From an optimization exercise on the open Yosys and OpenROAD flow, aimed at small area, a short achievable clock period and few clock cycles per item; shortcuts taken in it are not production practice.
Only simulation tests tie the RTL to the original design; equivalence was not proved.
Power figures rest on the tool's default switching activity, not on a simulated workload.

==> flow/design.v <==
module insertion_sort
  (
   clk,
   rst,
   src_tvalid,
   src_tready,
   src_tdata,
   src_tlast,
   dest_tvalid,
   dest_tready,
   dest_tdata,
   dest_tlast,
   tlast_err
   );
   parameter DATA_WIDTH = 8;
   parameter ADDR_WIDTH = 6;
   localparam N = 2**ADDR_WIDTH;
   input clk;
   input rst;
   input  src_tvalid;
   output src_tready;
   input  [DATA_WIDTH-1:0] src_tdata;
   input  src_tlast;
   output dest_tvalid;
   input  dest_tready;
   output [DATA_WIDTH-1:0] dest_tdata;
   output dest_tlast;
   output tlast_err;
   reg [DATA_WIDTH-1:0] data [0:N-1];   
   reg [N-1:0]          mark;           
   reg [ADDR_WIDTH:0]   n;              
   reg [ADDR_WIDTH:0]   nc;             
   reg [ADDR_WIDTH-1:0] pos;            
   reg                  full;           
   reg                  have;           
   reg [DATA_WIDTH-1:0] x;              
   reg                  xv;             
   reg                  xlast;          
   wire out = have && dest_tready && !rst;
   wire ins = xv && (!full || out);     
   assign src_tready = !rst && (!xv || !full || (have && dest_tready));
   assign dest_tvalid = have && !rst;
   assign dest_tdata = data[0];
   assign dest_tlast = mark[0];
   wire acc = src_tvalid && src_tready;
   wire pos_max = &pos;
   assign tlast_err = acc && pos_max && !src_tlast;
   wire done = ins && xlast;
   function lt8;
      input [DATA_WIDTH-1:0] a, b;
      integer j;
      begin
         lt8 = 1'b0;
         for (j = 0; j < DATA_WIDTH; j = j + 1)
           lt8 = (!a[j] && b[j]) || (!a[j] && lt8) || (b[j] && lt8);
      end
   endfunction
   function [N-1:0] therm;
      input [ADDR_WIDTH:0] v;
      reg [N-1:0] t;
      integer k, j;
      begin
         t = {N{1'b0}};
         t[0] = v[0];
         for (k = 1; k < ADDR_WIDTH; k = k + 1)
           for (j = 0; j < N/2; j = j + 1)
             if (j < (1 << k)) begin
                t[j+(1<<k)] = v[k] & t[j];
                t[j]        = v[k] | t[j];
             end
         therm = {N{v[ADDR_WIDTH]}} | t;
      end
   endfunction
   wire [N-1:0] Tn = therm(n);
   wire [N-1:0] Tc = therm(nc);
   reg [N+1:0] L;
   reg [N:0]   V;
   reg [N-1:0] s_dn, s_up, s_x, s_h;
   reg [DATA_WIDTH-1:0] d_dn, d_up, d_next [0:N-1];
   integer i;
   always @* begin
      L[0] = 1'b1;
      L[N+1] = 1'b0;
      for (i = 0; i < N; i = i + 1)
        L[i+1] = !ins || Tc[i] || (Tn[i] && lt8(data[i], x));
      for (i = 0; i < N; i = i + 1)
        V[i] = Tn[i];
      V[N] = 1'b0;
      for (i = 0; i < N; i = i + 1) begin
         s_dn[i] = out && L[i+2];
         s_up[i] = !out && !L[i];
         s_x[i]  = out ? (L[i+1] && !L[i+2]) : (L[i] && !L[i+1]);
         s_h[i]  = out ? !L[i+1] : L[i+1];
         d_dn = (i < N-1) ? data[(i+1)%N] : {DATA_WIDTH{1'b0}};
         d_up = (i > 0) ? data[(i+N-1)%N] : {DATA_WIDTH{1'b0}};
         d_next[i] = ({DATA_WIDTH{s_dn[i]}} & d_dn)
                   | ({DATA_WIDTH{s_up[i]}} & d_up)
                   | ({DATA_WIDTH{s_x[i]}}  & x)
                   | ({DATA_WIDTH{s_h[i]}}  & data[i]);
      end
   end
   wire [ADDR_WIDTH:0] n_next = n + ins - out;
   always @(posedge clk) begin
      for (i = 0; i < N; i = i + 1)
        data[i] <= d_next[i];
      for (i = 0; i < N; i = i + 1) begin
         if (rst)
           mark[i] <= 1'b0;
         else if (done && (out ? (V[i] && !V[i+1]) : ((i == 0 || V[(i+N-1)%N]) && !V[i])))
           mark[i] <= 1'b1;
         else if (out)
           mark[i] <= (i < N-1) ? mark[(i+1)%N] : 1'b0;
      end
      if (acc) begin
         x <= src_tdata;
         xlast <= src_tlast || pos_max;
      end
      xv <= acc || (xv && !ins);
      n <= n_next;
      full <= (n_next == N);
      if (done) begin
         nc <= n_next;
         have <= 1'b1;
      end else if (out) begin
         nc <= nc - 1'b1;
         have <= (nc != 1);
      end
      if (acc) pos <= (src_tlast || pos_max) ? 0 : pos + 1'b1;
      if (rst) begin
         n <= 0;
         nc <= 0;
         pos <= 0;
         full <= 1'b0;
         have <= 1'b0;
         xv <= 1'b0;
      end
   end
endmodule
make LEC_CHECK=0 CAP_MARGIN=20 CORE_MARGIN=2 CORE_UTILIZATION=40 SETUP_SLACK_MARGIN=5 SLEW_MARGIN=20 finish   # period 10.0 ns
run.sh (not shown) runs the stock make flow with config.mk's settings and CLKGATE_MAP_FILE= SYNTH_SCRIPT=/design/flow/synth_recipe.tcl, a recipe that flattens the netlist after the stock synthesis.
Testbench counts at the start, summed over its fixed seeds: cycles 10,874, items 10,357.
Then changed:
--- a/flow/design.v
+++ b/flow/design.v
@@ -37,7 +37,9 @@
    reg                  xv;             
    reg                  xlast;          
+   reg                  rdy;            
+   reg                  rdy_max;        
    wire out = have && dest_tready && !rst;
    wire ins = xv && (!full || out);     
-   assign src_tready = !rst && (!xv || !full || (have && dest_tready));
+   assign src_tready = !rst && rdy;
    assign dest_tvalid = have && !rst;
    assign dest_tdata = data[0];
@@ -45,5 +47,5 @@
    wire acc = src_tvalid && src_tready;
    wire pos_max = &pos;
-   assign tlast_err = acc && pos_max && !src_tlast;
+   assign tlast_err = src_tvalid && !src_tlast && !rst && rdy_max;
    wire done = ins && xlast;
    function lt8;
@@ -101,4 +103,7 @@
    end
    wire [ADDR_WIDTH:0] n_next = n + ins - out;
+   wire xv_next = acc || (xv && !ins);
+   wire [ADDR_WIDTH-1:0] pos_next = !acc ? pos : (src_tlast || pos_max) ? 0 : pos + 1'b1;
+   wire rdy_next = !(xv_next && n_next == N);
    always @(posedge clk) begin
       for (i = 0; i < N; i = i + 1)
@@ -116,5 +121,7 @@
          xlast <= src_tlast || pos_max;
       end
-      xv <= acc || (xv && !ins);
+      xv <= xv_next;
+      rdy <= rdy_next;
+      rdy_max <= rdy_next && (&pos_next);
       n <= n_next;
       full <= (n_next == N);
@@ -126,5 +133,5 @@
          have <= (nc != 1);
       end
-      if (acc) pos <= (src_tlast || pos_max) ? 0 : pos + 1'b1;
+      pos <= pos_next;
       if (rst) begin
          n <= 0;
@@ -134,4 +141,6 @@
          have <= 1'b0;
          xv <= 1'b0;
+         rdy <= 1'b1;
+         rdy_max <= 1'b0;
       end
    end
Effect: The new run completed with no timing, DRC or antenna violations; final area is higher by 0.34%; routed wire length is higher by 2.9%; count of clock-buffer cells in the layout is lower by 2; critical path depth is lower by 1; area after synthesis is higher by 0.32%; sequential share of layout area is about the same; combinational power is lower by 12%; die area is higher by 0.32%; clock skew is higher by 0.014 ns; worst setup slack improved by 0.048 ns.
Testbench counts after the change, summed over its fixed seeds: cycles 10,876, items 10,357.

==> afterwards: timing with drivers on the ports <==
The flow's constraints put no driver on any port. The routed layouts listed below were extracted and timed again, unchanged, in two steps. Step 1 (the two cells are an assumption about what drives the block):
set clk [get_ports {clk}]
set_driving_cell -lib_cell sky130_fd_sc_hd__clkbuf_16 $clk
set_driving_cell -lib_cell sky130_fd_sc_hd__buf_2 [delete_from_list [all_inputs] $clk]
Step 2 adds t to the input delays and takes it off the output delays; t is the mean of the earliest and latest rising clock arrival at the registers after step 1. Input paths then give back, and output paths get back, about the clock's delay inside the block. Three values: no drivers, after step 1, after step 2; two values: the first two.
| run | t (ns) | setup WS [ns] | slew at the worst register clock pin (ns) |
|---|---|---|---|
| the first run | 0.689 | 5.075 / 5.040 / 4.533 | 0.06 / 0.06 |
| the second run | 0.680 | 5.123 / 5.098 / 4.691 | 0.06 / 0.06 |
After both steps setup and hold are still met in every run listed. The setup slack of the first run, which loses most, moves by -0.035 ns with the drivers and by -0.542 ns with both steps.
